From an optimization exercise on the open Yosys and OpenROAD flow, aimed at small area, a short achievable clock period and few clock cycles; shortcuts taken in it are not production practice. RTL that was checked went through simulation tests only; none was proved equivalent to the original. For runs 2 to 7, only the layout was checked, not whether the RTL still works. No activity file was given, so power comes from the tool's default toggle rates.

**flow/design.v**
```verilog
module mul8bc2(a, b, p, ovf);
	input  [7:0] a, b;
	output [7:0] p;
	output ovf;
	assign p = a * b;
	function [3:0] hexp(input [7:0] x);
		reg [7:0] t; reg pw; reg [3:0] l;
		begin
			t = x ^ {8{x[7]}};
			l = t[6] ? 4'd6 : t[5] ? 4'd5 : t[4] ? 4'd4 : t[3] ? 4'd3 :
			    t[2] ? 4'd2 : t[1] ? 4'd1 : t[0] ? 4'd0 : 4'd15;
			pw = x[7] & ((t & (t + 8'd1)) == 8'd0);
			hexp = l + {3'b0, pw};
		end
	endfunction
	wire [3:0] ha = hexp(a);
	wire [3:0] hb = hexp(b);
	wire [3:0] hs = ha + hb;
	wire nz = (a != 8'd0) && (b != 8'd0);
	wire neg = a[7] ^ b[7];
	assign ovf = nz & ((hs >= 4'd8) | ((hs == 4'd7) & ~(neg & (p == 8'h80))) |
	                   ((hs == 4'd6) & (p[7] ^ neg)));
endmodule
module coprocessador(
	instruction,
	clk,
	rst,
	wr,
	dataOut,
	incorrect_addr_flag,
	overflow_flag,
	done_flag
);
	input [17:0] instruction;
	input clk, rst, wr;
	output reg [7:0] dataOut;
	output reg incorrect_addr_flag;
	output overflow_flag;
	output done_flag;
	localparam NOP = 3'b000, LOAD = 3'b001, STORE = 3'b010, ADD = 3'b011,
	           SUB = 3'b100, MULE = 3'b101, MULM = 3'b110, RST = 3'b111;
	wire [2:0] opcode = instruction[2:0];
	reg armed;         
	reg done;
	reg [17:0] ir;     
	reg ir_wr;
	reg st_pend;       
	reg clr_pend;      
	reg czero;         
	reg ovf;
	wire start = armed & (opcode != NOP) & ~rst;
	wire start_op = start & (opcode == ADD || opcode == SUB || opcode == MULE || opcode == MULM);
	assign done_flag = done;
	assign overflow_flag = ovf;
	wire [2:0] op = ir[2:0];
	wire is_mulm = (op == MULM);
	wire is_mule = (op == MULE);
	wire is_add = (op == ADD);
	wire is_sub = (op == SUB);
	wire [7:0] scal = ir[10:3];
	reg act1;
	reg [2:0] j1, k1;
	reg act2, first2, last2;
	reg [2:0] j2;
	reg [7:0] p2 [0:4];
	reg pov2;
	wire last1 = is_mulm ? (j1 == 3'd4 && k1 == 3'd4) : (j1 == 3'd4);
	always @(posedge clk) begin
		ir <= instruction;
		ir_wr <= wr;
		if (rst) begin
			armed <= 1'b1;
			done <= 1'b0;
			st_pend <= 1'b0;
			clr_pend <= 1'b0;
			act1 <= 1'b0;
			act2 <= 1'b0;
		end else begin
			armed <= (opcode == NOP);
			st_pend <= start & (opcode == STORE);
			clr_pend <= start & (opcode == RST);
			if (start) begin
				done <= ~start_op;
			end else if (act2 & last2) begin
				done <= 1'b1;
			end
			if (start_op) begin
				act1 <= 1'b1;
				j1 <= 3'd0;
				k1 <= 3'd0;
			end else if (act1) begin
				if (last1) act1 <= 1'b0;
				if (is_mulm && k1 != 3'd4) begin
					k1 <= k1 + 3'd1;
				end else begin
					k1 <= 3'd0;
					j1 <= j1 + 3'd1;
				end
			end
			act2 <= act1;
		end
		first2 <= ~is_mulm | (k1 == 3'd0);
		last2 <= last1;
		j2 <= j1;
	end
	always @(posedge clk) begin
		if (rst) begin
			incorrect_addr_flag <= 1'b0;
		end else if (start & (opcode == LOAD)) begin
			incorrect_addr_flag <= (instruction[5:3] > 3'd4) | (instruction[8:6] > 3'd4);
		end else if (start & (opcode == STORE)) begin
			incorrect_addr_flag <= (instruction[6:4] > 3'd4) | (instruction[9:7] > 3'd4);
		end
	end
	reg [7:0] A [0:4][0:4];
	reg [7:0] B [0:4][0:4];
	wire clear = rst | clr_pend;
	wire [7:0] wdata = ir[17:10] & {8{~clear}};
	wire st_ok = st_pend & ir_wr & (ir[9:7] <= 3'd4) & (ir[6:4] <= 3'd4);
	genvar r, c;
	generate
		for (r = 0; r < 5; r = r + 1) begin : gr
			for (c = 0; c < 5; c = c + 1) begin : gc
				wire hit = st_ok & (ir[9:7] == r) & (ir[6:4] == c);
				always @(posedge clk) begin
					if (clear | (hit & ~ir[3])) A[r][c] <= wdata;
					if (clear | (hit & ir[3])) B[r][c] <= wdata;
				end
			end
		end
	endgenerate
	reg [7:0] C [0:4][0:4];
	always @(posedge clk) begin
		if (rst | (start & (opcode == RST))) czero <= 1'b1;
		else if (act2) czero <= 1'b0;
	end
	always @(posedge clk) begin
		if (start & (opcode == LOAD)) begin
			if (czero || instruction[8:6] > 3'd4 || instruction[5:3] > 3'd4)
				dataOut <= 8'd0;
			else
				dataOut <= C[instruction[8:6]][instruction[5:3]];
		end
	end
	wire [2:0] selA = is_mulm ? k1 : j1;       
	wire [2:0] selB = is_mulm ? j1 : j2;       
	reg [7:0] bcol [0:4];
	reg [7:0] acol [0:4];
	integer i;
	always @(*) begin
		for (i = 0; i < 5; i = i + 1) begin
			acol[i] = A[i][selA];
			bcol[i] = B[i][selB];
		end
	end
	wire [7:0] y = is_mulm ? bcol[k1] : is_mule ? scal : 8'd1;
	wire [4:0] mov;
	wire [7:0] prod [0:4];
	wire [4:0] aov;
	wire [4:0] b80;
	generate
		for (r = 0; r < 5; r = r + 1) begin : lane
			mul8bc2 m(acol[r], y, prod[r], mov[r]);
			always @(posedge clk) p2[r] <= prod[r];
			wire [7:0] left = is_mulm ? (first2 ? 8'd0 : C[r][4]) :
			                  is_add ? bcol[r] : is_sub ? ~bcol[r] : 8'd0;
			wire [7:0] sum = left + p2[r] + {7'd0, is_sub};
			assign aov[r] = (left[7] == p2[r][7]) & (sum[7] != left[7]);
			assign b80[r] = is_sub & (bcol[r] == 8'h80);
			always @(posedge clk) begin
				if (act2) begin
					if (first2) begin
						C[r][0] <= C[r][1];
						C[r][1] <= C[r][2];
						C[r][2] <= C[r][3];
						C[r][3] <= C[r][4];
					end
					C[r][4] <= sum;
				end
			end
		end
	endgenerate
	always @(posedge clk) begin
		pov2 <= |mov;
		if (start_op) ovf <= 1'b0;
		else if (act2) ovf <= ovf | pov2 | (|aov) | (|b80);
	end
endmodule
```
**flow/run.sh**
```bash
#!/bin/bash
# synth_recipe.tcl (not shown) runs the flow's synth.tcl, then flattens the netlist and writes it again
# the make line also repeats each setting of config.mk as NAME=value (left out here)
make -C /OpenROAD-flow-scripts/flow DESIGN_CONFIG=/design/flow/config.mk WORK_HOME=/design/flow/orfs CLKGATE_MAP_FILE= SYNTH_SCRIPT=/design/flow/synth_recipe.tcl finish
```
**flow/config.mk**
```make
export PLATFORM = sky130hd
export DESIGN_NAME = coprocessador
export DESIGN_NICKNAME = coprocessador
export VERILOG_FILES = /design/flow/design.v
export SDC_FILE = /design/flow/constraint.sdc
export NUM_CORES = 8
export LEC_CHECK = 0
export CAP_MARGIN = 40
export CORE_MARGIN = 2
export CORE_UTILIZATION = 40
export SLEW_MARGIN = 40
```
**flow/constraint.sdc**
```tcl
create_clock -name core_clock -period 20.0 [get_ports {clk}]
set_input_delay 4.0000 -clock core_clock [delete_from_list [all_inputs] [get_ports {clk}]]
set_output_delay 4.0000 -clock core_clock [all_outputs]
set_load 0.01 [all_outputs]
```
==> impl_metrics.toml, run 1 <==
[grt]
grt_pass1_wl_um = 270000
grt_pass1_vias = 35030
grt_overflow = 0
antenna_found_initial = 6
grt_max_degree = 82
grt_util_all_layers = 0.3491

[cells_and_area]
layout-drive-gt1-share = 0.1166
final_common_cell = "edfxtp_1"
fin_area_um2 = 47360
mostFrequentLayoutCells = "614 x edfxtp_1, 317 x nor2_1, 234 x nand2_1, 202 x inv_1, 196 x a22oi_1"
nets = 4235
utilization = 0.4506
area.growth.synth_to_final_pct = 11.79

[routing]
drt_first_pass_iters = 8
wl_met3_um = 19270
drt-initial-drc-count = 5727
antenna_left = 0
vias = 36960
dr_wl_met2_um = 83980
top_layer_used = "met5"
routed_wl_um = 192100
wl_met1_um = 74480
vias_per_cell = 6.805
drc_errors = 0
wl_per_cell_um = 35.36

[timing]
max_freq_ghz = 0.09257
relSlewSlack = 0.3663
clock-skew-final_ns = 0.05674
report.final.slew_viol_count = 0
fin_setup_tns_ns = 0
layout_min_cycle_time_ns = 10.80
timing.final.ws_setup_ns = 9.198
fin_crit_sh = 0.5401
hold_viol_final = 0
tightest_slew_ns = 0.9407
rsz0062_at_grt = "false"
setup_viol = 0

[place]
place_congestion = 1.085
preCtsSetupSlack_ns = 9.599
dp_hpwl_um = 138100
io_buffer_count = 31
place_area_um2 = 44770

[pwr]
fin_total_pwr_mw = 4.956
powerDensity_nw_per_um2 = 104.6
leakage_nw = 17.47
ir_worst_vdd_uv = 87.76

[worst_setup_path]
worstSetupStartpointType = "flop"
arrival_ns = 11.36
worstSetupPathType = "reg -> reg"
end_kind = "flop"
cp_max_fo = 37
cp_common_cell = "buf_4"
cp.required_ns = 20.56
rrSetupSlack_ns = 9.20
timing.rr.end = "pov2"
cp_slowest_cell = "a21oi_4"
critPathMaxStageDelay_ns = 0.83
rr_startpoint = "ir[1]"
reg2reg_depth = 32

[floorplan]
dieHeight_um = 329.4
core_um2 = 105100
rows = 119
start_util = 0.4030
die_area_um2 = 108500
ios = 32
die_x_um = 329.4

[cts]
cts_resized = 0
cts_sinks = 688
cts_made_buffers = 77
cts_buffer_depth = 3
cts.reportedPaths.clkPinSlew_ns = 0.07
cts_hold_buffers = 0
cts_tree = "built"
htreeDepth = 3
clk_latency_ns = 0.69
root_buffer = "clkbuf_16"
cts_setup_buffers = 0

[min_path]
hold_class = "reg -> reg"
hp-start = "C[22][4]"
min_path_cells = 0
hold_end = "C[21][4]"

[synth]
synth_edf_count = 614
syn_area_per_cell_um2 = 10.69
ys_warn_count = 14
syn_area_um2 = 42370
synthArstFlopShare = 0
yosys_most_used_dff = "edfxtp_1"
syn_nets = 4224
netlist_instances = 3964
synth_cell_type_count = 108
synth-seq-cells = 688
ys_seq_area_frac = 0.4702

[flow_run]
cap_violations = 0

[status]
status = "complete, no violations"
## synthesized netlist by cell type (all sizes together), types with 26 or more instances
library cell  number  area (um^2)
nand3            177        885.9
mux2              59        675.6
buf               95        509.2
nand2b            37        231.5
and2              37        231.5
a22o              52        455.4
nor2b             35        219.0
dfxtp             74         1481
and3              49        306.5
a31oi             27        168.9
inv              207        777.0
a222oi            52        520.5
xor2              26        227.7
nor3              76        385.4
nor2             334         1254
a32oi             31        271.5
a211oi            32        245.2
mux2i             85        883.3
a21oi            175        894.6
or2               30        187.7
fa                81         1622
a221oi            58        533.0
a22oi            196         1471
clkbuf           147        551.8
xnor2             98        858.3
nor4              26        162.7
o21ai            169        857.1
nand2            234        878.3
nand4             60        375.4
o22ai             49        306.5
ha               158         1977
edfxtp           614        18440
a21o              34        255.2
## through the flow
stage,std cells,hold WS (ns)
finish,5431,0.4403
global route,5429,0.4465
CTS,5429,0.4488
detailed placement,5287,0.4342
global placement,5283,0.4290
floorplan,3964,0.3757
## power breakdown
part / switching [mW] / total [mW] / internal [mW]
Combinational: 1.07 / 1.64 / 0.570
Clock: 0.630 / 1.45 / 0.817
Sequential: 0.148 / 1.87 / 1.72
## layout make-up
class	instances	area [um^2]
multi-input combinational	2824	20940
antenna	2	5.005
timing repair buffer	174	1414
tap	1391	1740
clock buffer	97	2053
fill	9956	57760
sequential	688	19920
inverter	210	788.3
clock inverter	45	504.2
## kinds of logic (layout without fill, tap and decap cells)
group,count (synthesis),after routing,synth area share
flops,688,688,0.4702
compound gates,1121,1121,0.1944
other cells,0,2,0
fa+ha+maj,242,242,0.08565
buf+inv,452,526,0.04365
simple gates,1182,1182,0.1378
xor+xnor,132,132,0.02992
mux,147,147,0.03839
## critical path: cells and delay by family, from the launching register on
kind	cells	cell delay, ns
fa+ha+maj	6	2.72
xor+xnor	4	1.03
compound gates	8	3.05
buf+inv	7	1.99
flops	1	0.30
simple gates	7	1.52
## routing by layer
metal | track usage | up-vias
met5 | 0 | -
met4 | 0.2116 | 6
met3 | 0.07847 | 661
met2 | 0.5332 | 2569
met1 | 0.4525 | 18380
li1 | - | 15340
## state kept, by name (all words and copies together), names as in the netlist
signal and flops:
A 200, B 200, C 200, p2 40
ir 18, dataOut 8, j1 3, j2 3
k1 3, act1 1, act2 1, armed 1
clr_pend 1, czero 1, done 1, first2 1
incorrect_addr_flag 1, ir_wr 1, last2 1, ovf 1
pov2 1, st_pend 1
## worst max-delay path by stage
stage / start / cells after the start / endpoint / slack (ns)
after floorplan: ir[0] / 38 / pov2 / 11.15
after global placement: ir[1] / 31 / pov2 / 9.53
after detailed placement: ir[1] / 32 / pov2 / 9.60
after CTS: ir[1] / 32 / pov2 / 9.54
after global routing: ir[1] / 32 / pov2 / 8.80
final: ir[1] / 32 / pov2 / 9.20
Testbench counts, summed over its fixed seeds: cycles 27,240.
==> inputs of run 2 (changes only) <==
--- a/flow/design.v
+++ b/flow/design.v
@@ -50,20 +50,22 @@
 	reg ovf;
 	wire start = armed & (opcode != NOP) & ~rst;
-	wire start_op = start & (opcode == ADD || opcode == SUB || opcode == MULE || opcode == MULM);
+	wire op_in = (opcode == ADD) | (opcode == SUB) | (opcode == MULE) | (opcode == MULM);
+	wire start_op = start & op_in;
 	assign done_flag = done;
 	assign overflow_flag = ovf;
-	wire [2:0] op = ir[2:0];
-	wire is_mulm = (op == MULM);
-	wire is_mule = (op == MULE);
-	wire is_add = (op == ADD);
-	wire is_sub = (op == SUB);
-	wire [7:0] scal = ir[10:3];
-	reg act1;
-	reg [2:0] j1, k1;
+	reg is_mulm, is_mule, is_add, is_sub;
+	wire [7:0] scal = ir[10:3];    
+	reg act1;                  
+	reg first1, last1;
+	reg [4:0] sa;              
+	reg [4:0] jn, kn;          
 	reg act2, first2, last2;
-	reg [2:0] j2;
+	reg [4:0] b2;              
+	reg [7:0] yq;
 	reg [7:0] p2 [0:4];
 	reg pov2;
-	wire last1 = is_mulm ? (j1 == 3'd4 && k1 == 3'd4) : (j1 == 3'd4);
+	wire nlast = is_mulm ? (jn[4] & kn[4]) : jn[4];
+	wire [4:0] jrot = {jn[3:0], jn[4]};
+	wire [4:0] krot = {kn[3:0], kn[4]};
 	always @(posedge clk) begin
 		ir <= instruction;
@@ -81,5 +83,5 @@
 			clr_pend <= start & (opcode == RST);
 			if (start) begin
-				done <= ~start_op;
+				done <= ~op_in;
 			end else if (act2 & last2) begin
 				done <= 1'b1;
@@ -87,25 +89,41 @@
 			if (start_op) begin
 				act1 <= 1'b1;
-				j1 <= 3'd0;
-				k1 <= 3'd0;
-			end else if (act1) begin
-				if (last1) act1 <= 1'b0;
-				if (is_mulm && k1 != 3'd4) begin
-					k1 <= k1 + 3'd1;
-				end else begin
-					k1 <= 3'd0;
-					j1 <= j1 + 3'd1;
-				end
+			end else if (act1 & last1) begin
+				act1 <= 1'b0;
 			end
 			act2 <= act1;
 		end
-		first2 <= ~is_mulm | (k1 == 3'd0);
+		if (start_op) begin
+			is_mulm <= (opcode == MULM);
+			is_mule <= (opcode == MULE);
+			is_add <= (opcode == ADD);
+			is_sub <= (opcode == SUB);
+			sa <= 5'b00001;
+			first1 <= 1'b1;
+			last1 <= 1'b0;
+			if (opcode == MULM) begin
+				jn <= 5'b00001;
+				kn <= 5'b00010;
+			end else begin
+				jn <= 5'b00010;
+				kn <= 5'b00001;
+			end
+		end else begin
+			sa <= is_mulm ? kn : jn;
+			first1 <= ~is_mulm | kn[0];
+			last1 <= nlast;
+			if (is_mulm) begin
+				kn <= krot;
+				if (kn[4]) jn <= jrot;
+			end else begin
+				jn <= jrot;
+			end
+		end
+		first2 <= first1;
 		last2 <= last1;
-		j2 <= j1;
-	end
-	always @(posedge clk) begin
-		if (rst) begin
-			incorrect_addr_flag <= 1'b0;
-		end else if (start & (opcode == LOAD)) begin
+		b2 <= sa;
+	end
+	always @(posedge clk) begin
+		if (start & (opcode == LOAD)) begin
 			incorrect_addr_flag <= (instruction[5:3] > 3'd4) | (instruction[8:6] > 3'd4);
 		end else if (start & (opcode == STORE)) begin
@@ -117,5 +135,5 @@
 	wire clear = rst | clr_pend;
 	wire [7:0] wdata = ir[17:10] & {8{~clear}};
-	wire st_ok = st_pend & ir_wr & (ir[9:7] <= 3'd4) & (ir[6:4] <= 3'd4);
+	wire st_ok = st_pend & ir_wr;
 	genvar r, c;
 	generate
@@ -135,24 +153,48 @@
 		else if (act2) czero <= 1'b0;
 	end
-	always @(posedge clk) begin
-		if (start & (opcode == LOAD)) begin
-			if (czero || instruction[8:6] > 3'd4 || instruction[5:3] > 3'd4)
-				dataOut <= 8'd0;
-			else
-				dataOut <= C[instruction[8:6]][instruction[5:3]];
-		end
-	end
-	wire [2:0] selA = is_mulm ? k1 : j1;       
-	wire [2:0] selB = is_mulm ? j1 : j2;       
+	wire [4:0] lrow, lcol;
+	generate
+		for (c = 0; c < 5; c = c + 1) begin : ld
+			assign lrow[c] = (instruction[8:6] == c);
+			assign lcol[c] = (instruction[5:3] == c);
+		end
+	endgenerate
+	reg [7:0] lrowv [0:4];
+	reg [7:0] lval;
+	integer i, k;
+	always @(*) begin
+		lval = 8'd0;
+		for (i = 0; i < 5; i = i + 1) begin
+			lrowv[i] = 8'd0;
+			for (k = 0; k < 5; k = k + 1)
+				lrowv[i] = lrowv[i] | (C[i][k] & {8{lcol[k]}});
+			lval = lval | (lrowv[i] & {8{lrow[i]}});
+		end
+	end
+	always @(posedge clk) begin
+		if (start & (opcode == LOAD)) dataOut <= lval & {8{~czero}};
+	end
+	wire [4:0] sb = is_mulm ? jn : b2;     
+	reg [7:0] acol [0:4];
 	reg [7:0] bcol [0:4];
-	reg [7:0] acol [0:4];
-	integer i;
+	reg [7:0] bnext;
 	always @(*) begin
+		bnext = 8'd0;
 		for (i = 0; i < 5; i = i + 1) begin
-			acol[i] = A[i][selA];
-			bcol[i] = B[i][selB];
-		end
-	end
-	wire [7:0] y = is_mulm ? bcol[k1] : is_mule ? scal : 8'd1;
+			acol[i] = 8'd0;
+			bcol[i] = 8'd0;
+			for (k = 0; k < 5; k = k + 1) begin
+				acol[i] = acol[i] | (A[i][k] & {8{sa[k]}});
+				bcol[i] = bcol[i] | (B[i][k] & {8{sb[k]}});
+			end
+			bnext = bnext | (bcol[i] & {8{kn[i]}});
+		end
+	end
+	always @(posedge clk) begin
+		if (start_op)
+			yq <= (opcode == MULM) ? B[0][0] : (opcode == MULE) ? instruction[10:3] : 8'd1;
+		else
+			yq <= is_mulm ? bnext : is_mule ? scal : 8'd1;
+	end
 	wire [4:0] mov;
 	wire [7:0] prod [0:4];
@@ -161,5 +203,5 @@
 	generate
 		for (r = 0; r < 5; r = r + 1) begin : lane
-			mul8bc2 m(acol[r], y, prod[r], mov[r]);
+			mul8bc2 m(acol[r], yq, prod[r], mov[r]);
 			always @(posedge clk) p2[r] <= prod[r];
 			wire [7:0] left = is_mulm ? (first2 ? 8'd0 : C[r][4]) :
==> run 2 against run 1 <==
  * Critical path type is now in -> reg
  * Critical endpoint is now kn[0]
  * Still clean
  * Combinational power down 18%
  * Largest cell class is now sequential cells
  * Flip-flop and latch count grew 22
  * Clock skew fell by 0.022 ns
  * Fmax increased by 75%
==> impl_metrics.toml, run 2 <==
[timing]
fin_setup_tns_ns = 0
report.final.slew_viol_count = 0
timing.final.ws_setup_ns = 13.84
relSlewSlack = 0.4480
rsz0062_at_grt = "false"
fin_crit_sh = 0.3081
tightest_slew_ns = 0.8224
hold_viol_final = 0
layout_min_cycle_time_ns = 6.163
max_freq_ghz = 0.1623
clock-skew-final_ns = 0.03502
setup_viol = 0

[min_path]
min_path_cells = 0
hold_end = "first2"
hold_class = "reg -> reg"
hp-start = "first1"

[synth]
syn_nets = 2794
synth_cell_type_count = 76
synth-seq-cells = 710
ys_seq_area_frac = 0.5981
ys_warn_count = 16
synthTopCellsByArea = "edfxtp_1 55%, dfxtp_1 5.1%, fa_1 4.7%"
synth_top_cell_by_area = "edfxtp_1"
synthArstFlopShare = 0
yosys_most_used_dff = "edfxtp_1"
synth_common_cells = "623 x edfxtp_1, 257 x nand2_1, 169 x inv_1, 148 x a21oi_1, 128 x ha_1"
syn_area_per_cell_um2 = 13.33
yosysTopAreaCellShare = 0.5471
netlist_instances = 2565
synth_most_common_cell = "edfxtp_1"
synth_edf_count = 623
syn_area_um2 = 34190

[grt]
grt_util_all_layers = 0.2107
grt_pass1_vias = 22020
antenna_found_initial = 1
grt_max_degree = 69
grt_pass1_wl_um = 138200
grt_overflow = 0

[worst_setup_path]
critPathBufInv = 2
cp_common_cell = "nand2_1"
worstSetupStartpointType = "input port"
worstSetupPathType = "in -> reg"
critical_path.cell_chain = "clkdlybuf4s50_1 > nor3_1 > nor2_1 > and2_1 > nand2_1 > inv_1 > nand2_1 > o21a_1"
cp_slowest_cell = "inv_1"
timing.rr.end = "pov2"
cp.required_ns = 20.38
reg2reg_depth = 22
crit_family = "buffers and inverters"
cp_max_fo = 25
arrival_ns = 6.54
critPathMaxStageDelay_ns = 0.72
rr_startpoint = "sa[0]"
end_kind = "flop"
rrSetupSlack_ns = 13.85

[cells_and_area]
final_common_cell = "edfxtp_1"
mostFrequentLayoutCells = "623 x edfxtp_1, 257 x nand2_1, 169 x inv_1, 148 x a21oi_1, 128 x ha_1"
reg.largest.list = "A (200), B (200), C (200)"
fin_area_um2 = 38580
nets = 2830
final_cells = 3808
n_fill_cell = 7543
layout-drive-gt1-share = 0.1040
area.growth.synth_to_final_pct = 12.83

[cts]
cts_made_buffers = 74
cts_setup_buffers = 0
clk_latency_ns = 0.63
cts.reportedPaths.clkPinSlew_ns = 0.06
htreeDepth = 3
cts_tree = "built"
root_buffer = "clkbuf_16"
cts_resized = 0
cts_hold_buffers = 0
cts_buffer_depth = 3
cts_sinks = 710

[place]
place_area_um2 = 35810
placed_cells = 3667
io_buffer_count = 31
preCtsSetupSlack_ns = 13.23
dp_hpwl_um = 62790
place_congestion = 0.8653

[routing]
vias_per_cell = 5.787
drt_first_pass_iters = 9
drt-initial-drc-count = 2599
routed_wl_um = 92110
vias = 22040
drc_errors = 0
antenna_left = 0
wl_per_cell_um = 24.19

[floorplan]
ios = 32
die_area_um2 = 87840
core_um2 = 84880
rows = 107
dieHeight_um = 296.4
die_x_um = 296.4
start_util = 0.4028

[pwr]
leakage_nw = 14.53
powerDensity_nw_per_um2 = 121.8
ir_worst_vdd_uv = 71.48

[flow_run]
cap_violations = 0

[status]
status = "complete, no violations"
run 2: cell types whose count changed in the layout (fill, tap and decap cells not counted), moves of 33 or more:
cell     change
mux4_2      +36
nand4_1     -44
nor2_1     -227
and3_1      -44
a22oi_1     -83
nand3_1    -158
inv_1       -33
mux2i_1     -35
o22ai_1     -34
mux2_2      -51
nor3_1      -49
buf_4       -94
a22o_1      -52
o21ai_0     -71
run 2: layout make-up:
type                            count  area, um^2  area share
Timing Repair Buffer               93       737.0     0.01910
Inverter                          175       656.9     0.01703
Tap cell                         1144        1431     0.03710
Sequential cell                   710       20450      0.5301
Clock inverter                     48       685.7     0.01777
Antenna cell                        1       2.502  0.00006486
Multi-Input combinational cell   1547       12590      0.3263
Clock buffer                       90        2027     0.05254
run 2: cells by family after synthesis:
logic type	Yosys count	share of synthesized area
buf+inv	308	0.03608
simple gates	513	0.06938
flops	710	0.5981
fa+ha+maj	208	0.09368
mux	92	0.04150
compound gates	606	0.1228
xor+xnor	128	0.03846
run 2: layer usage:
layer | wire, um | up-vias | global-route usage
met2 | 43640 | 1000 | 0.3430
met1 | 37970 | 11020 | 0.2834
met5 | 0 | - | 0
met3 | 6737 | 200 | 0.03190
li1 | - | 9817 | -
met4 | 3757 | 0 | 0.08512
run 2: how the worst max path moves through the flow:
stage	start	end	depth (start not counted)
2_1_floorplan	instruction[3]	dataOut[0]	8
3_3_place_gp	instruction[2]	kn[0]	8
3_5_place_dp	instruction[2]	kn[0]	8
4_1_cts	sa[0]	pov2	22
5_1_grt	sa[0]	pov2	19
6_report	instruction[2]	kn[0]	8
run 2: per-stage QoR:
step / total power [mW] / util / hold WS (ns)
after floorplan: 2.799 / - / 0.3096
after global placement: 3.173 / 0.4208 / 0.3191
after detailed placement: 3.207 / 0.4219 / 0.3136
after CTS: 4.714 / 0.4538 / 0.3287
after global routing: 4.926 / 0.4545 / 0.3305
final: 4.700 / 0.4545 / 0.3292
run 2: power by group:
group	internal (mW)	switching, mW
logic	0.534	0.811
clock network	0.894	0.610
registers	1.77	0.0772
total	3.20	1.50
==> inputs of run 3 (changes only) <==
--- a/flow/config.mk
+++ b/flow/config.mk
@@ -6,4 +6,5 @@
 export NUM_CORES = 8
 export LEC_CHECK = 0
+export ABC_CLOCK_PERIOD_IN_PS = 4000
 export CAP_MARGIN = 40
 export CORE_MARGIN = 2
==> run 3 against run 2 <==
  * Combinational power barely moved
  * Setup slack did not move
  * Clock skew did not move
  * Via count did not move
  * Sequential share of layout area did not move
  * Non-clock buffer count did not move
  * First-iteration DRC count did not move
  * Synthesized cell count did not move
  * Total power did not move
  * Area after synthesis did not move
  * Critical path depth did not move
  * Largest cell class unchanged
  * Highest routed layer unchanged
==> impl_metrics.toml, run 3 <==
[routing]
vias_per_cell = 5.787
routed_wl_um = 92110
vias = 22040
antenna_left = 0
drc_errors = 0
drt_first_pass_iters = 9
wl_per_cell_um = 24.19
drt-initial-drc-count = 2599

[timing]
setup_viol = 0
report.final.slew_viol_count = 0
layout_min_cycle_time_ns = 6.163
fin_setup_tns_ns = 0
fin_crit_sh = 0.3081
max_freq_ghz = 0.1623
relSlewSlack = 0.4480
tightest_slew_ns = 0.8224
clock-skew-final_ns = 0.03502
rsz0062_at_grt = "false"
timing.final.ws_setup_ns = 13.84
hold_ws_ns = 0.3292
hold_viol_final = 0

[worst_setup_path]
timing.rr.end = "pov2"
worstSetupStartpointType = "input port"
arrival_ns = 6.54
cp.required_ns = 20.38
rr_startpoint = "sa[0]"
reg2reg_depth = 22
cp_max_fo = 25
end_kind = "flop"
rrSetupSlack_ns = 13.85
worstSetupPathType = "in -> reg"

[pwr]
p_sw_frac = 0.3187
fin_total_pwr_mw = 4.700
power_frac_clock = 0.320
internal_power_mw = 3.202
leakage_nw = 14.53
combPwrFrac = 0.286
powerDensity_nw_per_um2 = 121.8
ir_worst_vdd_uv = 71.48
seqPwrFrac = 0.394
power.switching_mw = 1.498

[floorplan]
dieHeight_um = 296.4
start_util = 0.4028
ios = 32
core_um2 = 84880
die_x_um = 296.4
die_area_um2 = 87840
rows = 107

[synth]
synthTopCellsByArea = "edfxtp_1 55%, dfxtp_1 5.1%, fa_1 4.7%"
synth_top_cell_by_area = "edfxtp_1"
yosysTopAreaCellShare = 0.5471
netlist_instances = 2565
syn_area_um2 = 34190
yosys_most_used_dff = "edfxtp_1"
syn_nets = 2794
ys_warn_count = 16
synth_common_cells = "623 x edfxtp_1, 257 x nand2_1, 169 x inv_1, 148 x a21oi_1, 128 x ha_1"
synth_edf_count = 623
synthArstFlopShare = 0
ys_seq_area_frac = 0.5981
synth_cell_type_count = 76
synth_most_common_cell = "edfxtp_1"
synth-seq-cells = 710
syn_area_per_cell_um2 = 13.33

[cts]
cts_setup_buffers = 0
root_buffer = "clkbuf_16"
cts_buffer_depth = 3
cts.reportedPaths.clkPinSlew_ns = 0.06
cts_made_buffers = 74
cts_sinks = 710
cts_resized = 0
clk_latency_ns = 0.63
cts_tree = "built"
htreeDepth = 3
cts_hold_buffers = 0

[cells_and_area]
seq_area_um2 = 20450
final_cells = 3808
area.growth.synth_to_final_pct = 12.83
n_fill_cell = 7543
layout-drive-gt1-share = 0.1040
nets = 2830
final_common_cell = "edfxtp_1"
reg.largest.list = "A (200), B (200), C (200)"
multi_input_area_um2 = 12590
utilization = 0.4545
fin_area_um2 = 38580
mostFrequentLayoutCells = "623 x edfxtp_1, 257 x nand2_1, 169 x inv_1, 148 x a21oi_1, 128 x ha_1"

[grt]
grt_max_degree = 69
grt_pass1_vias = 22020
grt_pass1_wl_um = 138200
grt_overflow = 0
grt_util_all_layers = 0.2107
antenna_found_initial = 1

[min_path]
hp-start = "first1"
min_path_cells = 0
hold_class = "reg -> reg"
hold_end = "first2"

[place]
place_area_um2 = 35810
io_buffer_count = 31
placed_cells = 3667
dp_hpwl_um = 62790
place_congestion = 0.8653
preCtsSetupSlack_ns = 13.23

[flow_run]
cap_violations = 0

[status]
status = "complete, no violations"
[run 3: cell counts after synthesis]
No cell type changed its count.
[run 3: power by group through the flow]
stage	clock network (mW)	registers, mW	logic [mW]
finish	1.50	1.85	1.34
global route	1.58	1.86	1.48
CTS	1.53	1.85	1.34
detailed placement	0	1.88	1.33
global placement	0	1.88	1.29
floorplan	0	1.84	0.957
[run 3: kinds of logic after synthesis]
logic type	Yosys count	synth area share
buffers and inverters	308	0.03608
and+or+nand+nor	513	0.06938
adders and majority gates	208	0.09368
DFF	710	0.5981
xor gates and xnor gates	128	0.03846
AOI/OAI and AO/OA	606	0.1228
muxes	92	0.04150
[run 3: critical path, cell delays in order]
cell	delay, ns
clkdlybuf4s50_1	0.65
nor3_1	0.11
nor2_1	0.16
and2_1	0.18
nand2_1	0.30
inv_1	0.72
nand2_1	0.24
o21a_1	0.17
[run 3: final cells by class]
class                   count  share of cell area
multi-input cells        1547              0.3263
diodes                      1          0.00006486
clock inverters            48             0.01777
clock buffers              90             0.05254
flip-flops and latches    710              0.5301
well taps                1144             0.03710
inverters                 175             0.01703
repair buffers             93             0.01910
[run 3: how the worst max path moves through the flow]
stage	endpoint	cells after the start	slack (ns)	startpoint
2_1_floorplan	dataOut[0]	8	13.57	instruction[3]
3_3_place_gp	kn[0]	8	13.30	instruction[2]
3_5_place_dp	kn[0]	8	13.23	instruction[2]
4_1_cts	pov2	22	13.84	sa[0]
5_1_grt	pov2	19	13.57	sa[0]
6_report	kn[0]	8	13.84	instruction[2]
[run 3: routing by layer]
layer,track usage,part of all wire,up-vias
met5,0,0,-
met4,0.08512,0.041,0
met3,0.03190,0.073,200
met2,0.3430,0.47,1000
met1,0.2834,0.41,11020
li1,-,-,9817
==> inputs of run 4 (changes only) <==
==> flow/flow/run.sh (new file) <==
#!/bin/bash
# Standard layout (standard synthesis, standard steps), with timing repair
# aimed at a setup slack of SETUP_SLACK_MARGIN ns at the design's clock
# period, and plain buffers (instead of delay cells) on the ports.
set -euo pipefail
bash standard.sh SETUP_SLACK_MARGIN=14.5 'BUFFER_PORTS_ARGS=-buffer_cell sky130_fd_sc_hd__buf_4' finish > flow_make.log 2>&1
==> flow/standard.sh (new file) <==
#!/bin/bash
# synth_recipe.tcl (not shown) runs the flow's synth.tcl, then flattens the netlist and writes it again
# the make line also repeats each setting of config.mk as NAME=value (left out here)
make -C /OpenROAD-flow-scripts/flow DESIGN_CONFIG=/design/flow/config.mk WORK_HOME=/design/flow/orfs CLKGATE_MAP_FILE= SYNTH_SCRIPT=/design/flow/synth_recipe.tcl "${@:-finish}"
--- a/flow/config.mk
+++ b/flow/config.mk
@@ -6,5 +6,4 @@
 export NUM_CORES = 8
 export LEC_CHECK = 0
-export ABC_CLOCK_PERIOD_IN_PS = 4000
 export CAP_MARGIN = 40
 export CORE_MARGIN = 2
removed: flow/run.sh
==> run 4 against run 3 <==
  * Still clean on timing, DRC and antenna
  * Via count about the same
  * Fmax grew 12%
  * Largest power group unchanged
  * Die area unchanged
  * Wire length about the same
==> impl_metrics.toml, run 4 <==
[synth]
yosysTopAreaCellShare = 0.5471
synthArstFlopShare = 0
synth_common_cells = "623 x edfxtp_1, 257 x nand2_1, 169 x inv_1, 148 x a21oi_1, 128 x ha_1"
syn_nets = 2794
synth_most_common_cell = "edfxtp_1"
syn_area_per_cell_um2 = 13.33
synth_top_cell_by_area = "edfxtp_1"
yosys_most_used_dff = "edfxtp_1"
synth_edf_count = 623
syn_area_um2 = 34190
netlist_instances = 2565
synth-seq-cells = 710
ys_warn_count = 16
ys_seq_area_frac = 0.5981
synth_cell_type_count = 76
synthTopCellsByArea = "edfxtp_1 55%, dfxtp_1 5.1%, fa_1 4.7%"

[place]
dp_hpwl_um = 61880
place_congestion = 0.9262
preCtsSetupSlack_ns = 13.84
io_buffer_count = 31

[timing]
setup_viol = 0
max_freq_ghz = 0.1818
hold_viol_final = 0
relSlewSlack = 0.4030
fin_crit_sh = 0.2750
tightest_slew_ns = 0.8955
timing.final.ws_setup_ns = 14.50
rsz0062_at_grt = "true"
report.final.slew_viol_count = 0
clock-skew-final_ns = 0.03155
layout_min_cycle_time_ns = 5.500
fin_setup_tns_ns = 0

[floorplan]
dieHeight_um = 296.4
start_util = 0.4028
die_area_um2 = 87840
core_um2 = 84880
rows = 107
die_x_um = 296.4
ios = 32

[cells_and_area]
multi_input_area_um2 = 12750
area.growth.synth_to_final_pct = 12.98
n_fill_cell = 7565
mostFrequentLayoutCells = "623 x edfxtp_1, 247 x nand2_1, 162 x inv_1, 144 x a21oi_1, 128 x ha_1"
reg.largest.list = "A (200), B (200), C (200)"
seq_area_um2 = 20450
layout-drive-gt1-share = 0.1328
nets = 2845
final_common_cell = "edfxtp_1"

[grt]
grt_pass1_wl_um = 137600
antenna_found_initial = 5
grt_pass1_vias = 21980
grt_overflow = 0
grt_util_all_layers = 0.2095
grt_max_degree = 81

[pwr]
powerDensity_nw_per_um2 = 119.5
leakage_nw = 14.55
ir_worst_vdd_uv = 75.71

[worst_setup_path]
worstSetupStartpointType = "flop"
worstSetupPathType = "reg -> reg"
cp_max_fo = 41
end_kind = "flop"
cp.required_ns = 20.48
arrival_ns = 5.98

[routing]
wl_per_cell_um = 24.10
drc_errors = 0
vias = 22020
wl_met1_um = 38640
drt-initial-drc-count = 2403
top_layer_used = "met4"
vias_per_cell = 5.756
antenna_left = 0
dr_wl_met2_um = 42710
wl_met3_um = 7555
routed_wl_um = 92200
drt_first_pass_iters = 7

[cts]
cts_tree = "built"
cts.reportedPaths.clkPinSlew_ns = 0.06
cts_made_buffers = 77
clk_latency_ns = 0.63
htreeDepth = 3
cts_buffer_depth = 3
root_buffer = "clkbuf_16"
cts_sinks = 710

[flow_run]
cap_violations = 0

[min_path]
hold_class = "reg -> reg"

[status]
status = "complete, no violations"
==> run 4: cell counts after synthesis <==
Identical to the previous run, type by type.
==> run 4: timing repair <==
item | CTS | global route
pin swaps | 13 | 7
gates cloned | 0 | 1
resized for setup | 33 | 25
endpoints found under the hold margin | 0 | 0
hold buffers | 0 | 0
endpoints found under the setup margin | 2 | 26
buffers inserted | 11 | 12
==> run 4: layer usage <==
layer  vias up  global-route usage
met4         0             0.08105
li1       9825                   -
met2       953              0.3326
met1     11070              0.2900
met3       173             0.03250
met5         -                   0
==> run 4: path summary, 6_finish.rpt <==
check	from	to	slack, ns	cells past startpoint
worst max-delay path	sa[1]	pov2	14.50	20
worst min register to register	first1	first2	0.33	0
worst min-delay path	first1	first2	0.33	0
worst max register to register	sa[1]	pov2	14.50	20
==> run 4: kinds of logic after synthesis <==
| group | Yosys count | share of synthesized area |
|---|---|---|
| muxes | 92 | 0.04150 |
| AOI/OAI and AO/OA | 606 | 0.1228 |
| xor gates and xnor gates | 128 | 0.03846 |
| adders and majority gates | 208 | 0.09368 |
| buffers and inverters | 308 | 0.03608 |
| and+or+nand+nor | 513 | 0.06938 |
| DFF | 710 | 0.5981 |
==> run 4: power breakdown <==
part           internal, mW  switching [mW]
combinational         0.553           0.829
clock                 0.773           0.613
sequential             1.77          0.0750
total                  3.10            1.52
==> run 4: layout make-up <==
type | instances | area share
sequential | 710 | 0.5294
clock buffer | 96 | 0.05250
multi-input combinational | 1547 | 0.3300
tap | 1144 | 0.03705
inverter | 175 | 0.01739
clock inverter | 48 | 0.01137
timing repair buffer | 104 | 0.02202
timing repair inverter | 1 | 0.0001943
antenna | 1 | 0.00006478
==> run 4: worst max-delay path, stage by stage (launching register included) <==
cell and delay [ns]:
dfxtp_1 0.34, buf_12 0.18, a222oi_1 0.53, nand2_2 0.15
inv_2 0.13, nor2_1 0.07, fa_1 0.43, fa_1 0.46
ha_1 0.33, fa_1 0.44, ha_1 0.33, a21o_1 0.19
a21oi_1 0.19, xnor2_1 0.16, xnor3_1 0.25, xnor3_2 0.30
nand4b_1 0.20, nand4_1 0.19, o32ai_1 0.12, nor4_2 0.25
a41oi_1 0.06
==> run 4: through the flow <==
| stage | power (mW) | hold slack [ns] | instance area [um^2] | cells | util |
|---|---|---|---|---|---|
| after floorplan | 2.801 | 0.3096 | 34310 | 2565 | - |
| after global placement | 3.162 | 0.3175 | 35600 | 3643 | 0.4194 |
| after detailed placement | 3.200 | 0.3264 | 35700 | 3655 | 0.4206 |
| after CTS | 4.603 | 0.3367 | 38350 | 3810 | 0.4518 |
| after global routing | 4.836 | 0.3474 | 38630 | 3825 | 0.4551 |
| final | 4.618 | 0.3339 | 38630 | 3826 | 0.4551 |
==> inputs of run 5 (changes only) <==
--- a/flow/design.v
+++ b/flow/design.v
@@ -57,15 +57,15 @@
 	wire [7:0] scal = ir[10:3];    
 	reg act1;                  
-	reg first1, last1;
-	reg [4:0] sa;              
-	reg [4:0] jn, kn;          
+	reg [4:0] j1, k1;          
 	reg act2, first2, last2;
 	reg [4:0] b2;              
+	reg [7:0] xq [0:4];
 	reg [7:0] yq;
 	reg [7:0] p2 [0:4];
 	reg pov2;
-	wire nlast = is_mulm ? (jn[4] & kn[4]) : jn[4];
-	wire [4:0] jrot = {jn[3:0], jn[4]};
-	wire [4:0] krot = {kn[3:0], kn[4]};
+	wire busy = act1 | act2;
+	wire last1 = is_mulm ? (j1[4] & k1[4]) : j1[4];
+	wire [4:0] kn = is_mulm ? {k1[3:0], k1[4]} : 5'b00001;
+	wire [4:0] jn = (is_mulm & ~k1[4]) ? j1 : {j1[3:0], j1[4]};
 	always @(posedge clk) begin
 		ir <= instruction;
@@ -89,38 +89,25 @@
 			if (start_op) begin
 				act1 <= 1'b1;
-			end else if (act1 & last1) begin
+			end else if (last1) begin
 				act1 <= 1'b0;
 			end
 			act2 <= act1;
 		end
-		if (start_op) begin
+		if (~busy) begin
 			is_mulm <= (opcode == MULM);
 			is_mule <= (opcode == MULE);
 			is_add <= (opcode == ADD);
 			is_sub <= (opcode == SUB);
-			sa <= 5'b00001;
-			first1 <= 1'b1;
-			last1 <= 1'b0;
-			if (opcode == MULM) begin
-				jn <= 5'b00001;
-				kn <= 5'b00010;
-			end else begin
-				jn <= 5'b00010;
-				kn <= 5'b00001;
-			end
+		end
+		if (act1) begin
+			j1 <= jn;
+			k1 <= kn;
 		end else begin
-			sa <= is_mulm ? kn : jn;
-			first1 <= ~is_mulm | kn[0];
-			last1 <= nlast;
-			if (is_mulm) begin
-				kn <= krot;
-				if (kn[4]) jn <= jrot;
-			end else begin
-				jn <= jrot;
-			end
-		end
-		first2 <= first1;
+			j1 <= 5'b00001;
+			k1 <= 5'b00001;
+		end
+		first2 <= ~is_mulm | k1[0];
 		last2 <= last1;
-		b2 <= sa;
+		b2 <= j1;
 	end
 	always @(posedge clk) begin
@@ -175,5 +162,6 @@
 		if (start & (opcode == LOAD)) dataOut <= lval & {8{~czero}};
 	end
-	wire [4:0] sb = is_mulm ? jn : b2;     
+	wire [4:0] sa = ~act1 ? 5'b00001 : is_mulm ? kn : jn;    
+	wire [4:0] sb = is_mulm ? jn : b2;                       
 	reg [7:0] acol [0:4];
 	reg [7:0] bcol [0:4];
@@ -192,5 +180,6 @@
 	end
 	always @(posedge clk) begin
-		if (start_op)
+		for (i = 0; i < 5; i = i + 1) xq[i] <= acol[i];
+		if (~act1)
 			yq <= (opcode == MULM) ? B[0][0] : (opcode == MULE) ? instruction[10:3] : 8'd1;
 		else
@@ -203,5 +192,5 @@
 	generate
 		for (r = 0; r < 5; r = r + 1) begin : lane
-			mul8bc2 m(acol[r], yq, prod[r], mov[r]);
+			mul8bc2 m(xq[r], yq, prod[r], mov[r]);
 			always @(posedge clk) p2[r] <= prod[r];
 			wire [7:0] left = is_mulm ? (first2 ? 8'd0 : C[r][4]) :
==> flow/run.sh (new file) <==
#!/bin/bash
# synth_recipe.tcl (not shown) runs the flow's synth.tcl, then flattens the netlist and writes it again
# the make line also repeats each setting of config.mk as NAME=value (left out here)
make -C /OpenROAD-flow-scripts/flow DESIGN_CONFIG=/design/flow/config.mk WORK_HOME=/design/flow/orfs CLKGATE_MAP_FILE= SYNTH_SCRIPT=/design/flow/synth_recipe.tcl finish
removed: flow/flow/run.sh
removed: flow/standard.sh
==> run 5 against run 4 <==
  * Utilization fell by 0.28 points
  * Synthesized cell count up 5.1%
  * Area after synthesis is 2.7% higher
  * Largest cell class unchanged
  * Hold slack improved by 0.077 ns
  * Clock-buffer cell count decreased by 3
  * Still clean
  * Wire length fell by 1.8%
  * Die area up 2.6%
  * Cell area up 1.7%
  * Fmax shrank 12%
  * Register-to-register slack worse by 0.16 ns
  * First-iteration DRC count grew 25%
==> impl_metrics.toml, run 5 <==
[timing]
rsz0062_at_grt = "false"
report.final.slew_viol_count = 0
fin_setup_tns_ns = 0
layout_min_cycle_time_ns = 6.279
max_freq_ghz = 0.1593
hold_viol_final = 0
tightest_slew_ns = 0.9027
clock-skew-final_ns = 0.05175
timing.final.ws_setup_ns = 13.72
fin_crit_sh = 0.3140
setup_viol = 0
relSlewSlack = 0.3982

[cells_and_area]
final_common_cell = "edfxtp_1"
n_fill_cell = 7611
reg.largest.list = "A (200), B (200), C (200)"
area.growth.synth_to_final_pct = 11.97
final_cells = 3901
seq_area_um2 = 21010
mostFrequentLayoutCells = "613 x edfxtp_1, 276 x nand2_1, 177 x inv_1, 138 x a22oi_1, 129 x dfxtp_1"
multi_input_area_um2 = 12890
nets = 2913
layout-drive-gt1-share = 0.08925
utilization = 0.4524

[synth]
synth-seq-cells = 743
syn_area_um2 = 35100
synth_edf_count = 613
ys_seq_area_frac = 0.5985
syn_nets = 2924
syn_area_per_cell_um2 = 13.03
netlist_instances = 2695
synth_common_cells = "613 x edfxtp_1, 276 x nand2_1, 177 x inv_1, 140 x clkbuf_1, 138 x a22oi_1"
ys_warn_count = 18
synth_cell_type_count = 69
yosys_most_used_dff = "edfxtp_1"
synthTopCellsByArea = "edfxtp_1 52%, dfxtp_1 7.4%, fa_1 4.6%"
synthArstFlopShare = 0
synth_most_common_cell = "edfxtp_1"
synth_top_cell_by_area = "edfxtp_1"
yosysTopAreaCellShare = 0.5244

[grt]
busiest_layer = "met2"
grt_max_degree = 85
grt_pass1_wl_um = 136900
grt_pass1_vias = 22020
antenna_found_initial = 3
grt_overflow = 0
grt_use_met2 = 0.3113
met1_usage = 0.2857
grt_util_all_layers = 0.2005
grt.met3_usage = 0.03230

[place]
placed_cells = 3760
io_buffer_count = 31
preCtsSetupSlack_ns = 13.16
dp_hpwl_um = 60620
place_congestion = 0.8957

[worst_setup_path]
cp.required_ns = 20.48
worstSetupPathType = "in -> reg"
cp_max_fo = 31
end_kind = "flop"
critical_path.cell_chain = "clkdlybuf4s50_1 > inv_1 > nor3_2 > buf_4 > a221oi_1 > o32ai_1 > a21oi_1 > nor2_1"
arrival_ns = 6.76
cp_slowest_cell = "clkdlybuf4s50_1"
worstSetupStartpointType = "input port"
rrSetupSlack_ns = 14.34
critPathMaxStageDelay_ns = 0.76

[cts]
cts_tree = "built"
htreeDepth = 3
clk_latency_ns = 0.64
cts_hold_buffers = 0
cts_setup_buffers = 0
cts_made_buffers = 77
cts_resized = 0
cts.reportedPaths.clkPinSlew_ns = 0.06
cts_buffer_depth = 3
cts_sinks = 743
root_buffer = "clkbuf_16"

[routing]
drt-initial-drc-count = 2994
vias_per_cell = 5.707
vias = 22260
antenna_left = 0
drt_first_pass_iters = 9
drc_errors = 0
routed_wl_um = 90550
wl_per_cell_um = 23.21

[min_path]
hold_class = "reg -> reg"

[status]
status = "complete, no violations"

[floorplan]
core_um2 = 86890
start_util = 0.4040
die_area_um2 = 90140
dieHeight_um = 300.2
rows = 108
die_x_um = 300.2
ios = 32

[pwr]
leakage_nw = 14.82
ir_worst_vdd_uv = 70.52
powerDensity_nw_per_um2 = 106.2
fin_total_pwr_mw = 4.173

[flow_run]
cap_violations = 0
run 5: changes by cell type in the layout (fill, tap and decap cells not counted), sizes merged, moves of 25 or more:
cell,delta
dfxtp,+43
nand3,+25
a21oi,-81
clkdlybuf4s50,+29
buf,-61
and2,+85
run 5: final timing paths:
check                               startpoint         end  cells after the start
worst max-delay path            instruction[5]  dataOut[4]                      8
worst min-delay path                     j1[2]       b2[2]                      0
worst max register to register         is_mulm         ovf                     18
worst min register to register           j1[2]       b2[2]                      0
run 5: where the power goes:
group / internal [mW] / switching [mW] / total [mW]
Combinational: 0.315 / 0.470 / 0.785
Clock: 0.864 / 0.615 / 1.48
Sequential: 1.81 / 0.0951 / 1.91
Total: 2.99 / 1.18 / 4.17
run 5: cells by family after synthesis:
kind of cell,after synthesis,share of synthesized area
buffers and inverters,341,0.03689
and+or+nand+nor,660,0.09043
muxes,101,0.04317
DFF,743,0.5985
adders and majority gates,208,0.09125
xor gates and xnor gates,127,0.03504
AOI/OAI and AO/OA,515,0.1047
run 5: layout make-up:
type                       instances  share of cell area
sequential                       743              0.5346
multi-input combinational       1611              0.3280
clock buffer                      93             0.05224
tap                             1155             0.03677
inverter                         180             0.01719
timing repair buffer              71             0.01579
clock inverter                    47             0.01538
antenna                            1          0.00006367
run 5: critical path: cells and delay by family:
family / cells / cell delay (ns)
compound gates: 3 / 0.73
simple gates: 2 / 0.67
buf+inv: 3 / 1.34
run 5: routing by layer:
layer  share of wire  vias to the layer above
li1                -                     9992
met1            0.44                    11140
met2            0.46                      963
met3           0.071                      165
met4           0.034                        0
met5               0                        -
run 5: stage by stage:
stage               cell area (um^2)  hold WS [ns]
floorplan                      35100        0.3824
global placement               36590        0.4059
detailed placement             36640        0.4183
CTS                            39290        0.4044
global route                   39300        0.4266
finish                         39300        0.4107
==> inputs of run 6 (changes only) <==
==> flow/flow/run.sh (new file) <==
#!/bin/bash
# Standard layout (standard synthesis, standard steps), with timing repair
# aimed at a setup slack of SETUP_SLACK_MARGIN ns at the design's clock
# period, and plain buffers (instead of delay cells) on the ports.
set -euo pipefail
bash standard.sh SETUP_SLACK_MARGIN=15 'BUFFER_PORTS_ARGS=-buffer_cell sky130_fd_sc_hd__buf_4' finish > flow_make.log 2>&1
==> flow/standard.sh (new file) <==
#!/bin/bash
# synth_recipe.tcl (not shown) runs the flow's synth.tcl, then flattens the netlist and writes it again
# the make line also repeats each setting of config.mk as NAME=value (left out here)
make -C /OpenROAD-flow-scripts/flow DESIGN_CONFIG=/design/flow/config.mk WORK_HOME=/design/flow/orfs CLKGATE_MAP_FILE= SYNTH_SCRIPT=/design/flow/synth_recipe.tcl "${@:-finish}"
--- a/flow/config.mk
+++ b/flow/config.mk
@@ -8,4 +8,6 @@
 export CAP_MARGIN = 40
 export CORE_MARGIN = 2
-export CORE_UTILIZATION = 40
+export CORE_UTILIZATION = 65
+export CTS_BUF_LIST = sky130_fd_sc_hd__clkbuf_4 sky130_fd_sc_hd__clkbuf_8
+export PLACE_DENSITY = 0.75
 export SLEW_MARGIN = 40
removed: flow/run.sh
==> run 6 against run 5 <==
  * Wire length increased by 3.8%
  * Fmax grew 17%
  * Clock power fell by 12%
  * Critical path depth fell by 7
  * Synthesized cell count did not move
  * Global-route usage increased by 13 points
  * Sequential share of layout area is 0.14 points higher
  * Setup slack improved by 0.91 ns
  * Largest power group unchanged
  * Critical path type is now reg -> out
  * Clock skew is 0.010 ns higher
  * Cell area about the same
==> impl_metrics.toml, run 6 <==
[cts]
htreeDepth = 3
root_buffer = "clkbuf_8"
cts_sinks = 743
clk_latency_ns = 0.75
cts.reportedPaths.clkPinSlew_ns = 0.07
cts_made_buffers = 112
cts_hold_buffers = 0
cts_tree = "built"
cts_buffer_depth = 3

[status]
status = "complete, no violations"

[synth]
yosysTopAreaCellShare = 0.5244
ys_warn_count = 18
synth_most_common_cell = "edfxtp_1"
synth_edf_count = 613
synth-seq-cells = 743
synthTopCellsByArea = "edfxtp_1 52%, dfxtp_1 7.4%, fa_1 4.6%"
synthArstFlopShare = 0
netlist_instances = 2695
ys_seq_area_frac = 0.5985
syn_area_per_cell_um2 = 13.03
synth_top_cell_by_area = "edfxtp_1"
yosys_most_used_dff = "edfxtp_1"
syn_area_um2 = 35100
synth_common_cells = "613 x edfxtp_1, 276 x nand2_1, 177 x inv_1, 140 x clkbuf_1, 138 x a22oi_1"
syn_nets = 2924
synth_cell_type_count = 69

[worst_setup_path]
cp_max_fo = 1
critPathMaxStageDelay_ns = 0.46
end_kind = "output pin"
crit_cells = 1
critical_path.cell_chain = "buf_6"
cp_slowest_cell = "edfxtp_1"
reg2reg_depth = 18
worstSetupStartpointType = "flop"
critPathBufInv = 1
worstSetupPathType = "reg -> out"
cp.required_ns = 16.00
arrival_ns = 1.37
crit_family = "flip-flops"

[grt]
grt_overflow = 0
grt_pass1_wl_um = 138700
grt_max_degree = 78
grt_util_all_layers = 0.3310
antenna_found_initial = 4
grt_pass1_vias = 23130

[pwr]
ir_worst_vdd_uv = 83.76
leakage_nw = 15.18
powerDensity_nw_per_um2 = 102.6
fin_total_pwr_mw = 4.029

[floorplan]
core_um2 = 53600
dieHeight_um = 236.4
ios = 32
die_x_um = 236.4
die_area_um2 = 55880
rows = 85
start_util = 0.6549

[timing]
tightest_slew_ns = 0.8071
fin_setup_tns_ns = 0
timing.final.ws_setup_ns = 14.63
max_freq_ghz = 0.1861
rsz0062_at_grt = "true"
layout_min_cycle_time_ns = 5.373
clock-skew-final_ns = 0.06208
hold_viol_final = 0
report.final.slew_viol_count = 0
hold_ws_ns = 0.4122
setup_viol = 0
relSlewSlack = 0.4620
fin_crit_sh = 0.2686

[routing]
drc_errors = 0
drt-initial-drc-count = 3066
wl_met1_um = 35250
wl_per_cell_um = 26.59
routed_wl_um = 94010
dr_wl_met2_um = 44290
antenna_left = 0
drt_first_pass_iters = 9
top_layer_used = "met5"
wl_met3_um = 10670
vias_per_cell = 6.672
vias = 23580

[cells_and_area]
reg.largest.list = "A (200), B (200), C (200)"
utilization = 0.7325
fin_area_um2 = 39270
final_cells = 3535
nets = 2973
final_common_cell = "edfxtp_1"
layout-drive-gt1-share = 0.1512
area.growth.synth_to_final_pct = 11.86
mostFrequentLayoutCells = "613 x edfxtp_1, 276 x nand2_1, 174 x inv_1, 138 x a22oi_1, 128 x ha_1"

[flow_run]
cap_violations = 0

[place]
preCtsSetupSlack_ns = 13.43
dp_hpwl_um = 58040
place_area_um2 = 36050
place_congestion = 0.9337
placed_cells = 3290
io_buffer_count = 31

[min_path]
min_path_cells = 0
hold_class = "reg -> reg"
[run 6: cell counts after synthesis]
No cell type changed its count.
[run 6: timing repair]
item	4_1_cts	5_1_grt
setup buffers	5	11
gates resized for setup	50	47
cloned	12	7
endpoints found under the hold margin	0	0
endpoints found under the setup margin	420	24
pin swaps	11	12
[run 6: area by class of cell]
cell class	count	area, um^2
clock inverter	46	406.6
sequential	743	21050
multi-input combinational	1618	13180
inverter	180	688.2
tap	696	870.8
timing repair buffer	89	1126
clock buffer	162	1948
fill	3420	14340
antenna	1	2.502
[run 6: path summary, 6_finish.rpt]
kind / from / endpoint / slack (ns)
worst max-delay path: dataOut[7] / dataOut[7] / 14.63
worst min-delay path: C[13][5] / C[12][5] / 0.41
worst max register to register: is_mulm / ovf / 15.14
worst min register to register: C[13][5] / C[12][5] / 0.41
[run 6: cell families (layout without fill, tap and decap cells)]
logic type	after synthesis	after routing	synth area share
compound gates	515	515	0.1047
xor+xnor	127	127	0.03504
fa+ha+maj	208	208	0.09125
buf+inv	341	477	0.03689
flops	743	743	0.5985
mux	101	101	0.04317
other cells	0	1	0
simple gates	660	667	0.09043
[run 6: layer usage]
layer,GRT usage,vias to the layer above
met1,0.4572,11580
met4,0.1333,2
met5,0,-
met2,0.5198,1592
met3,0.06928,255
li1,-,10150
[run 6: power breakdown]
group	leakage (nW)	switching (mW)	internal (mW)	total, mW
combinational	6.74	0.487	0.334	0.821
sequential	7.19	0.0913	1.81	1.91
clock	1.25	0.604	0.699	1.30
total	15.2	1.18	2.85	4.03
==> inputs of run 7 (changes only) <==
--- a/flow/design.v
+++ b/flow/design.v
@@ -48,4 +48,6 @@
 	reg clr_pend;      
 	reg czero;         
+	reg rst_q;         
+	reg go_pend;       
 	reg ovf;
 	wire start = armed & (opcode != NOP) & ~rst;
@@ -71,4 +73,5 @@
 		ir <= instruction;
 		ir_wr <= wr;
+		rst_q <= rst;
 		if (rst) begin
 			armed <= 1'b1;
@@ -78,4 +81,5 @@
 			act1 <= 1'b0;
 			act2 <= 1'b0;
+			go_pend <= 1'b0;
 		end else begin
 			armed <= (opcode == NOP);
@@ -87,5 +91,6 @@
 				done <= 1'b1;
 			end
-			if (start_op) begin
+			go_pend <= start_op & rst_q;
+			if ((start_op & ~rst_q) | go_pend) begin
 				act1 <= 1'b1;
 			end else if (last1) begin
@@ -94,5 +99,5 @@
 			act2 <= act1;
 		end
-		if (~busy) begin
+		if (~busy & ~go_pend) begin
 			is_mulm <= (opcode == MULM);
 			is_mule <= (opcode == MULE);
@@ -120,5 +125,5 @@
 	reg [7:0] A [0:4][0:4];
 	reg [7:0] B [0:4][0:4];
-	wire clear = rst | clr_pend;
+	wire clear = rst_q | clr_pend;
 	wire [7:0] wdata = ir[17:10] & {8{~clear}};
 	wire st_ok = st_pend & ir_wr;
--- a/flow/config.mk
+++ b/flow/config.mk
@@ -9,5 +9,7 @@
 export CORE_MARGIN = 2
 export CORE_UTILIZATION = 65
-export CTS_BUF_LIST = sky130_fd_sc_hd__clkbuf_4 sky130_fd_sc_hd__clkbuf_8
+export CTS_BUF_LIST = sky130_fd_sc_hd__clkbuf_8 sky130_fd_sc_hd__clkbuf_16
+export CTS_CLUSTER_DIAMETER = 60
+export CTS_CLUSTER_SIZE = 30
 export PLACE_DENSITY = 0.75
 export SLEW_MARGIN = 40
==> run 7 against run 6 <==
  * Still clean
  * Total power is 7.5% lower
  * Synthesized cell count barely moved
  * Global-route usage is 1.1 points lower
  * Combinational power rose by 2%
  * Critical path type unchanged
  * Largest power group unchanged
==> impl_metrics.toml, run 7 <==
[floorplan]
dieHeight_um = 236.1
start_util = 0.6548
die_area_um2 = 55760
core_um2 = 53500
rows = 85
ios = 32
die_x_um = 236.1

[cts]
root_buffer = "clkbuf_16"
cts_buffer_depth = 3
htreeDepth = 2
clk_latency_ns = 0.64
cts_sinks = 745
cts_made_buffers = 42
cts_hold_buffers = 0
cts_tree = "built"
cts.reportedPaths.clkPinSlew_ns = 0.11

[worst_setup_path]
critPathBufInv = 1
rr_startpoint = "k1[4]"
crit_family = "flip-flops"
cp.required_ns = 16.00
timing.rr.end = "ovf"
cp_max_fo = 1
arrival_ns = 1.27
worstSetupPathType = "reg -> out"
worstSetupStartpointType = "flop"
reg2reg_depth = 17
rrSetupSlack_ns = 14.92
critical_path.cell_chain = "buf_6"
end_kind = "output pin"
cp_slowest_cell = "edfxtp_1"
critPathMaxStageDelay_ns = 0.47

[synth]
syn_area_um2 = 35030
syn_area_per_cell_um2 = 12.99
synth_top_cell_by_area = "edfxtp_1"
synth_cell_type_count = 75
synth_most_common_cell = "edfxtp_1"
synthTopCellsByArea = "edfxtp_1 53%, dfxtp_1 7.5%, fa_1 4.6%"
syn_nets = 2925
synth-seq-cells = 745
yosys_most_used_dff = "edfxtp_1"
ys_seq_area_frac = 0.6010
synth_common_cells = "613 x edfxtp_1, 284 x nand2_1, 192 x inv_1, 132 x dfxtp_1, 128 x ha_1"
synthArstFlopShare = 0
netlist_instances = 2696
yosysTopAreaCellShare = 0.5255
synth_edf_count = 613
ys_warn_count = 18

[timing]
setup_viol = 0
layout_min_cycle_time_ns = 5.266
rsz0062_at_grt = "true"
max_freq_ghz = 0.1899
clock-skew-final_ns = 0.06527
hold_ws_ns = 0.4328
fin_crit_sh = 0.2633
relSlewSlack = 0.4319
report.final.slew_viol_count = 0
hold_viol_final = 0
tightest_slew_ns = 0.8464
fin_setup_tns_ns = 0

[min_path]
hold_class = "reg -> reg"
hp-start = "j1[4]"
hold_end = "b2[4]"
min_path_cells = 0

[place]
place_area_um2 = 36110
place_congestion = 0.9566
dp_hpwl_um = 57640
io_buffer_count = 31

[routing]
drt-initial-drc-count = 3064
antenna_left = 0
drt_first_pass_iters = 7
vias_per_cell = 6.606
drc_errors = 0
wl_per_cell_um = 26.11
routed_wl_um = 89830
vias = 22720

[cells_and_area]
reg.largest.list = "A (200), B (200), C (200)"
mostFrequentLayoutCells = "613 x edfxtp_1, 284 x nand2_1, 192 x inv_1, 128 x ha_1, 122 x dfxtp_1"
layout-drive-gt1-share = 0.1178
final_common_cell = "edfxtp_1"
fin_area_um2 = 38490
nets = 2940
n_fill_cell = 3485
area.growth.synth_to_final_pct = 9.884
utilization = 0.7195

[pwr]
powerDensity_nw_per_um2 = 96.89
ir_worst_vdd_uv = 121.7
leakage_nw = 14.63

[grt]
grt_overflow = 0
grt_pass1_vias = 22280
grt_max_degree = 85
grt_util_all_layers = 0.3202
antenna_found_initial = 2
grt_pass1_wl_um = 134200

[flow_run]
cap_violations = 0

[status]
status = "complete, no violations"
==> run 7: cell types whose count changed after synthesis, sizes merged, moves of 14 or more <==
cell	previous run	this run
o21ai	109	123
a22oi	138	98
xnor2	84	98
a221oi	25	40
nand3	43	27
clkbuf	140	123
==> run 7: power by group <==
| part | switching, mW | internal (mW) | total [mW] |
|---|---|---|---|
| Combinational | 0.496 | 0.338 | 0.834 |
| Clock | 0.549 | 0.439 | 0.988 |
| Sequential | 0.0903 | 1.82 | 1.91 |
| Total | 1.14 | 2.59 | 3.73 |
==> run 7: cells by family after synthesis <==
logic type | synth area share
flip-flops | 0.6010
AND/OR/NAND/NOR | 0.08973
AO/OA/AOI/OAI | 0.1072
buffers and inverters | 0.03794
adder cells (fa/ha/maj) | 0.09145
XOR/XNOR | 0.03419
multiplexers | 0.03851
==> run 7: through the flow <==
| stage | power, mW | worst slack, ns | instances |
|---|---|---|---|
| 6_report | 3.729 | 14.73 | 3440 |
| 5_1_grt | 3.874 | 14.74 | 3439 |
| 4_1_cts | 3.704 | 14.72 | 3427 |
| 3_5_place_dp | 2.727 | 13.77 | 3332 |
| 3_3_place_gp | 2.696 | 13.66 | 3331 |
| 2_1_floorplan | 2.472 | 14.32 | 2696 |
==> run 7: final cells by class <==
| cell class | count | area, um^2 | area share |
|---|---|---|---|
| tap | 696 | 870.8 | 0.02263 |
| multi-input combinational | 1605 | 12950 | 0.3364 |
| antenna | 1 | 2.502 | 0.00006502 |
| sequential | 745 | 21070 | 0.5474 |
| clock buffer | 43 | 1076 | 0.02796 |
| clock inverter | 33 | 390.4 | 0.01014 |
| inverter | 193 | 740.7 | 0.01925 |
| timing repair buffer | 124 | 1391 | 0.03615 |
==> run 7: routing by layer <==
layer  global-route usage  routed length [um]  up-vias
li1                     -                   -     9996
met1               0.4482               34420    11240
met2               0.5095               42190     1301
met3              0.05348                9538      190
met4               0.1239                3675        0
met5                    0                   0        -
==> run 7: how the worst max path moves through the flow <==
stage                     depth (start not counted)            from  slack, ns         end
after floorplan                                   8  instruction[3]      14.32  dataOut[2]
after global placement                            7  instruction[3]      13.66  dataOut[2]
after detailed placement                          8  instruction[4]      13.77  dataOut[5]
after CTS                                         1      dataOut[4]      14.72  dataOut[4]
after global routing                              1      dataOut[7]      14.74  dataOut[7]
final                                             1      dataOut[7]      14.73  dataOut[7]
==> run 7: what timing repair did <==
item | 4_1_cts | 5_1_grt
cloned | 9 | 2
endpoints found under the setup margin | 21 | 21
endpoints found under the hold margin | 0 | 0
buffers inserted | 10 | 10
pin swaps | 8 | 16
gates resized for setup | 52 | 39

[what the ideal ports hide]
How much do the figures lean on ideal ports? The routed layouts below were timed once more, with nothing changed but the port constraints. Step 1 sets driving cells, clkbuf_16 on the clock port and buf_2 on the other inputs (assumed; they add their load-dependent delay and slew). Step 2, shift: input delay + t, output delay - t, t = (earliest + latest rising clock arrival at the registers) / 2. This alone moves slack from input paths to output paths. Slacks: ideal / step 1 / step 2; pairs: ideal / step 1.
run	shift t [ns]	slack for setup (ns)	worst slew at a driven data input, ns
run 1	0.739	9.198 / 9.198 / 9.198	0.16
run 2	0.678	13.837 / 13.851 / 13.184	0.04
run 3	0.678	13.837 / 13.851 / 13.184	0.04
run 4	0.687	14.500 / 14.500 / 13.991	0.07
run 5	0.679	13.721 / 13.753 / 13.074	0.05
run 6	0.784	14.627 / 14.568 / 14.045	0.08
run 7	0.662	14.734 / 14.522 / 13.860	0.45
After both steps setup and hold are still met in every run listed. For run 7, which loses most, drivers alone change the setup slack by -0.212 ns; drivers and shift together by -0.874 ns.
